Context: an optimization exercise on an open-source flow, tuned for small area, a short achievable clock period and few clock cycles. The choices shown serve that exercise and are no tape-out recipe. At most, simulation tests tie the RTL to the original design; equivalence was not proved.

Setup of oak:
Design sha256_reduced, start of the top module:
module sha256_reduced (
    input  logic        clk,
    input  logic        rst_n,
    input  logic        enable,
    input  logic [7:0]  data_in,
    input  logic        data_valid,
    input  logic        end_of_file,
    output logic        ready,
    output logic [31:0] hash_out,
    output logic        hash_valid
);
==> flow/config.mk <==
export PLATFORM = sky130hd
export DESIGN_NAME = sha256_reduced
export DESIGN_NICKNAME = sha256_reduced
export VERILOG_FILES = /design/flow/design.v
export SDC_FILE = /design/flow/constraint.sdc
export NUM_CORES = 8
export LEC_CHECK = 0
export CAP_MARGIN = 20
export CORE_MARGIN = 2
export CORE_UTILIZATION = 65
export CTS_CLUSTER_DIAMETER = 100
export CTS_CLUSTER_SIZE = 25
export SLEW_MARGIN = 20
export SYNTH_MEMORY_MAX_BITS = 4096
==> flow/constraint.sdc <==
create_clock -name core_clock -period 15.0 [get_ports {clk}]
set_input_delay 3.0000 -clock core_clock [delete_from_list [all_inputs] [get_ports {clk}]]
set_output_delay 3.0000 -clock core_clock [all_outputs]
set_load 0.01 [all_outputs]
standard.sh (not shown) runs the stock make flow with config.mk's settings and CLKGATE_MAP_FILE= SYNTH_SCRIPT=/design/flow/synth_recipe.tcl, a recipe that flattens the netlist after the stock synthesis.
==> flow/flow/run.sh <==
#!/bin/bash
# Standard synthesis, then the standard flow's own layout with two changes: timing repair
# gets a larger setup margin, so that it keeps working past the constraint's
# period, and the port buffers are plain buffers (sky130_fd_sc_hd__buf_2)
# instead of the delay cells that buffer_ports picks by default.
set -euo pipefail
bash standard.sh synth > synth.log 2>&1
bash standard.sh SETUP_SLACK_MARGIN=10.7 TNS_END_PERCENT=100 \
  "BUFFER_PORTS_ARGS=-buffer_cell sky130_fd_sc_hd__buf_2" finish > layout.log 2>&1
oak went all the way through the flow, and no timing, DRC or antenna check failed.
The following lists how pine was set up differently from oak:
diff --git a/flow/design.v b/flow/design.v
--- a/flow/design.v
+++ b/flow/design.v
@@ -148,16 +148,16 @@
     logic        started;     
     logic        rx;          
     logic        eof_done;    
     logic        pad80;       
     logic [1:0]  bc;          
     logic [7:0]  nbytes;      
     logic [23:0] asm_q;
-    logic        nrdy;        
-    assign ready = ~nrdy;
+    logic        rdy_q;       
+    assign ready = rdy_q;
     wire start  = ~started & iv & ien;
     wire byte_v = rx & iv;
     wire wrd    = byte_v & ((bc == 2'd3) | ie);    
     logic byp;                                      
     wire push   = wrd & ~byp;                       
     logic [31:0] wdata;
     always_comb begin
@@ -203,14 +203,15 @@
     logic        nm;         
     logic        ffq;        
     logic        zero_op;    
     logic        pad14;      
     logic        lastblk;    
     logic [1:0]  stl;        
     logic [31:0] a, b, c, d, e, f, g, h;
+    logic [31:0] kq;         
     logic [31:0] dl;         
     logic [3:0][31:0] xa, xe;   
     logic [15:0][31:0] w;
     logic [7:1]  osel;
     logic [31:0] hout;
     logic        hv;
     wire run      = (ph == P_RUN);
@@ -232,24 +233,24 @@
     end
     wire [31:0] mval = fne ? fhead : wrd ? wdata : padword;
     wire [31:0] ws1  = ssig1(w[14]);
     wire [31:0] ws0  = ssig0(w[1]);
     wire [63:0] wc   = comp42(w[9], w[0], ws0, ws1);
     wire [31:0] wsch = wc[63:32] + wc[31:0];
     wire [31:0] wnew = srcm ? mval : wsch;
-    logic [31:0] kq;         
-    k_rom krom (.kSel(st[5:0]), .kBus(kq));
+    logic [31:0] knext;
+    k_rom krom (.kSel(adv ? st_next[5:0] : st[5:0]), .kBus(knext));
     wire [31:0] s1  = bsig1(e);
     wire [31:0] s0  = bsig0(a);
     wire [31:0] ch  = (e & f) | (~e & g);
     wire [31:0] maj = (a & b) | (c & (a | b));
-    wire [31:0] ax1 = csum(dl, maj, ch);
-    wire [31:0] ay1 = ccar(dl, maj, ch);
-    wire [63:0] ac  = comp42(ax1, ay1, s0, s1);
-    wire [31:0] an  = skadd(ac[63:32], ac[31:0]);
+    wire [63:0] ac  = comp42(dl, maj, ch, s0);
+    wire [31:0] ax3 = csum(ac[63:32], ac[31:0], s1);
+    wire [31:0] ay3 = ccar(ac[63:32], ac[31:0], s1);
+    wire [31:0] an  = skadd(ax3, ay3);
     wire [63:0] ec  = comp42(dl, d, ch, s1);
     wire [31:0] en  = skadd(ec[63:32], ec[31:0]);
     wire [31:0] hsrc = bnd ? xe[1] : g;
     wire [31:0] px1  = csum(hsrc, kq, w[15]);
     wire [31:0] py1  = ccar(hsrc, kq, w[15]);
     logic [31:0] iva, ive;
     always_comb begin
@@ -273,14 +274,15 @@
         b <= ld_b ? xa[3] : a;
         c <= ld_b ? xa[2] : b;
         d <= ld_b ? xa[1] : c;
         e <= ld_r ? en : e_alt;
         f <= ld_b ? xe[3] : e;
         g <= ld_b ? xe[2] : f;
         h <= ld_b ? xe[1] : g;
+        kq <= knext;
         if (adv) begin
             dl  <= px1 + py1;
         end
         if (ffstep) begin
             xa <= {suma, xa[3:1]};
             xe <= {sume, xe[3:1]};
         end
@@ -289,19 +291,22 @@
     always_ff @(posedge clk) begin
         hout <= ({32{fin}} & suma) |
                 ({32{osel[1] | osel[3]}} & b) | ({32{osel[2]}} & d) |
                 ({32{osel[4] | osel[6]}} & h) | ({32{osel[5] | osel[7]}} & f);
     end
     assign hash_out   = hout;
     assign hash_valid = hv;
+    always_ff @(posedge clk) begin
+        rdy_q <= ~(started | start);
+        hv    <= fin | (|osel);
+    end
     wire thr = (nbytes >= 8'(NB));
     always_ff @(posedge clk or negedge rst_n) begin
         if (!rst_n) begin
             started  <= 1'b0;
-            nrdy     <= 1'b0;
             rx       <= 1'b0;
             eof_done <= 1'b0;
             pad80    <= 1'b0;
             bc       <= 2'd0;
             nbytes   <= 8'd0;
             ph       <= P_IDLE;
             st       <= 7'd0;
@@ -310,19 +315,17 @@
             nm       <= 1'b0;
             ffq      <= 1'b0;
             zero_op  <= 1'b0;
             pad14    <= 1'b0;
             lastblk  <= 1'b0;
             stl      <= 2'd0;
             osel     <= 7'd0;
-            hv       <= 1'b0;
         end else begin
             if (start) begin
                 started <= 1'b1;
-                nrdy    <= 1'b1;
                 if (ie) begin
                     eof_done <= 1'b1;
                     pad80    <= 1'b1;
                 end else begin
                     rx <= 1'b1;
                 end
             end
@@ -357,11 +360,10 @@
                 if (bnd) begin
                     zero_op <= 1'b0;
                     if (lastblk) ph <= P_OUT;
                 end
             end
             osel <= {osel[6:1], fin};
             if (osel[7]) ph <= P_DONE;
-            hv <= fin | (|osel);
         end
     end
 endmodule
Notes after the runs:
Looking at slew at the pin with the worst max-slew slack across oak and pine, the one that comes out lower is oak. | first-iteration DRC count | pine vs oak | better |. oak → pine: number of vias in the routed layout lower, netlist area before placement went up by about 0.5%, wire length of the first global-routing pass down 12 mm. Number of clock buffer instances in the layout in pine is 6 higher than in oak. Re met1 layer wirelength in the final routing: pine is 8.8% down on oak. Going from oak to pine, the met2 wirelength from detailed routing was found to have gone up by 1.6%.
Testbench counts of pine, summed over its fixed seeds: cycles 20,554.
For oak, only the layout was checked, not whether the RTL still works.

---

== v6 ==
sha256_reduced, a different RTL version from the one above (not shown whole).
Size in the first run: ~6,800 cells after synthesis, ~1,700 flip-flops, roughly 47 I/O pins, ~74,000 µm² of cells after synthesis.
clock: 15.0 ns
lec_check: 0
cap_margin: 20
core_margin: 2
core_utilization: 65
cts_cluster_diameter: 100
cts_cluster_size: 25
place_density: 0.8
slew_margin: 20
synth_memory_max_bits: 4096
Scripts as last shown in full above: flow/flow/run.sh
Testbench counts of v6, summed over its fixed seeds: cycles 20,554.
> inputs changed (v6 -> v7)
--- a/flow/design.v
+++ b/flow/design.v
@@ -78,19 +78,19 @@
     input  logic        enable,
     input  logic [7:0]  data_in,
     input  logic        data_valid,
     input  logic        end_of_file,
     output logic        ready,
     output logic [31:0] hash_out,
     output logic        hash_valid
 );
     localparam int FD = 14;    
-    localparam int NB = 45;    
+    localparam int NB = 1;
     function automatic logic [31:0] rotr(input logic [31:0] x, input int n);
         rotr = (x >> n) | (x << (32 - n));
     endfunction
     function automatic logic [31:0] bsig0(input logic [31:0] x);
         bsig0 = rotr(x, 2) ^ rotr(x, 13) ^ rotr(x, 22);
     endfunction
     function automatic logic [31:0] bsig1(input logic [31:0] x);
         bsig1 = rotr(x, 6) ^ rotr(x, 11) ^ rotr(x, 25);
     endfunction
==> summary.txt <==
v7: full flow OK, the timing, DRC and antenna checks passed
v7 against v6; final weighted congestion of routability-driven global placement is up by a few percent.
v7 vs v6 — minimum setup slack in the final design dropped 0.11 ns.
From v6 to v7 the numbers moved as follows: routed wire length has increased; layout cell share with drive strength beyond 1 has increased.
Testbench counts of v7, summed over its fixed seeds: cycles 20,365.

---

sha256_reduced, a different RTL version from the one above (not shown whole).
For scale: ~6,100 cells after synthesis, about 1,700 flip-flops, roughly 47 I/O pins.
clock: 15.0 ns
lec_check: 0
cap_margin: 20
core_margin: 2
core_utilization: 65
cts_cluster_diameter: 100
cts_cluster_size: 25
slew_margin: 20
synth_memory_max_bits: 4096
Scripts as last shown in full above: flow/flow/run.sh
==> next run, changes <==
--- a/flow/design.v
+++ b/flow/design.v
@@ -77,21 +77,21 @@
     input  logic        rst_n,
     input  logic        enable,
     input  logic [7:0]  data_in,
     input  logic        data_valid,
     input  logic        end_of_file,
     output logic        ready,
     output logic [31:0] hash_out,
     output logic        hash_valid
 );
     localparam int FD = 14;    
-    localparam int NB = 45;    
+    localparam int NB = 1;
     function automatic logic [31:0] rotr(input logic [31:0] x, input int n);
         rotr = (x >> n) | (x << (32 - n));
     endfunction
     function automatic logic [31:0] bsig0(input logic [31:0] x);
         bsig0 = rotr(x, 2) ^ rotr(x, 13) ^ rotr(x, 22);
     endfunction
     function automatic logic [31:0] bsig1(input logic [31:0] x);
         bsig1 = rotr(x, 6) ^ rotr(x, 11) ^ rotr(x, 25);
     endfunction
     function automatic logic [31:0] ssig0(input logic [31:0] x);
@@ -304,21 +304,24 @@
     end
     always_ff @(posedge clk) begin
         hout <= ({32{fin}} & suma) |
                 ({32{osel[1] | osel[3]}} & b) | ({32{osel[2]}} & d) |
                 ({32{osel[4] | osel[6]}} & h) | ({32{osel[5] | osel[7]}} & f);
     end
     assign hash_out   = hout;
     assign hash_valid = hv;
     always_ff @(posedge clk) begin
         rdy_q <= ~(started | start);
-        hv    <= fin | (|osel);
+    end
+    always_ff @(posedge clk or negedge rst_n) begin
+        if (!rst_n) hv <= 1'b0;
+        else        hv <= fin | (|osel);
     end
     wire thr = (nbytes >= 8'(NB));
     always_ff @(posedge clk or negedge rst_n) begin
         if (!rst_n) begin
             started  <= 1'b0;
             rx       <= 1'b0;
             eof_done <= 1'b0;
             pad80    <= 1'b0;
             bc       <= 2'd0;
             nbytes   <= 8'd0;
The changed run produced a clean layout.
Final area stays flat.
Clock skew went down by 0.0052 ns.
Worst hold slack hardly moves.
Final cell count is about the same.
Via count went up by 0.94%.
Register-to-register slack improved by 0.16 ns.
Core utilization is about the same.
Maximum frequency went up by 3.7%.
Global-route usage is about the same.
Die area hardly moves.
Testbench counts after the change, summed over its fixed seeds: cycles 20,365.
No functional check of the RTL was part of the first run of this note.

[re-timing with driven ports]
The results above use ideal ports. As a check the final layouts listed here were re-extracted and re-timed, cells and wires unchanged.
Step 1 (the two cells are an assumption about what drives the block):
set clk [get_ports {clk}]
set_driving_cell -lib_cell sky130_fd_sc_hd__clkbuf_16 $clk
set_driving_cell -lib_cell sky130_fd_sc_hd__buf_2 [delete_from_list [all_inputs] $clk]
Step 2, shift: input delay + t, output delay - t, t = (earliest + latest rising clock arrival at the registers) / 2. This alone moves slack from input paths to output paths.
Three values: no drivers, after step 1, after step 2; two values: the first two.
run | shift t [ns] | slack for setup (ns) | worst register clock-pin slew, ns | worst slew at a driven data input, ns
oak | 0.780 | 9.876 / 9.876 / 9.876 | 0.11 / 0.11 | 0.04
pine | 0.780 | 10.675 / 10.643 / 10.675 | 0.11 / 0.11 | 0.03
v6 | 0.764 | 10.666 / 10.666 / 10.666 | 0.11 / 0.11 | 0.04
v7 | 0.780 | 10.552 / 10.552 / 10.552 | 0.11 / 0.11 | 0.11
the first run of note 3 | 0.773 | 10.574 / 10.574 / 10.574 | 0.11 / 0.11 | 0.04
the second run of note 3 | 0.788 | 10.734 / 10.686 / 10.685 | 0.11 / 0.11 | 0.08
After both steps every run listed still meets setup and hold. For the second run of note 3, which loses most, drivers alone change the setup slack by -0.048 ns; drivers and shift together by -0.049 ns.
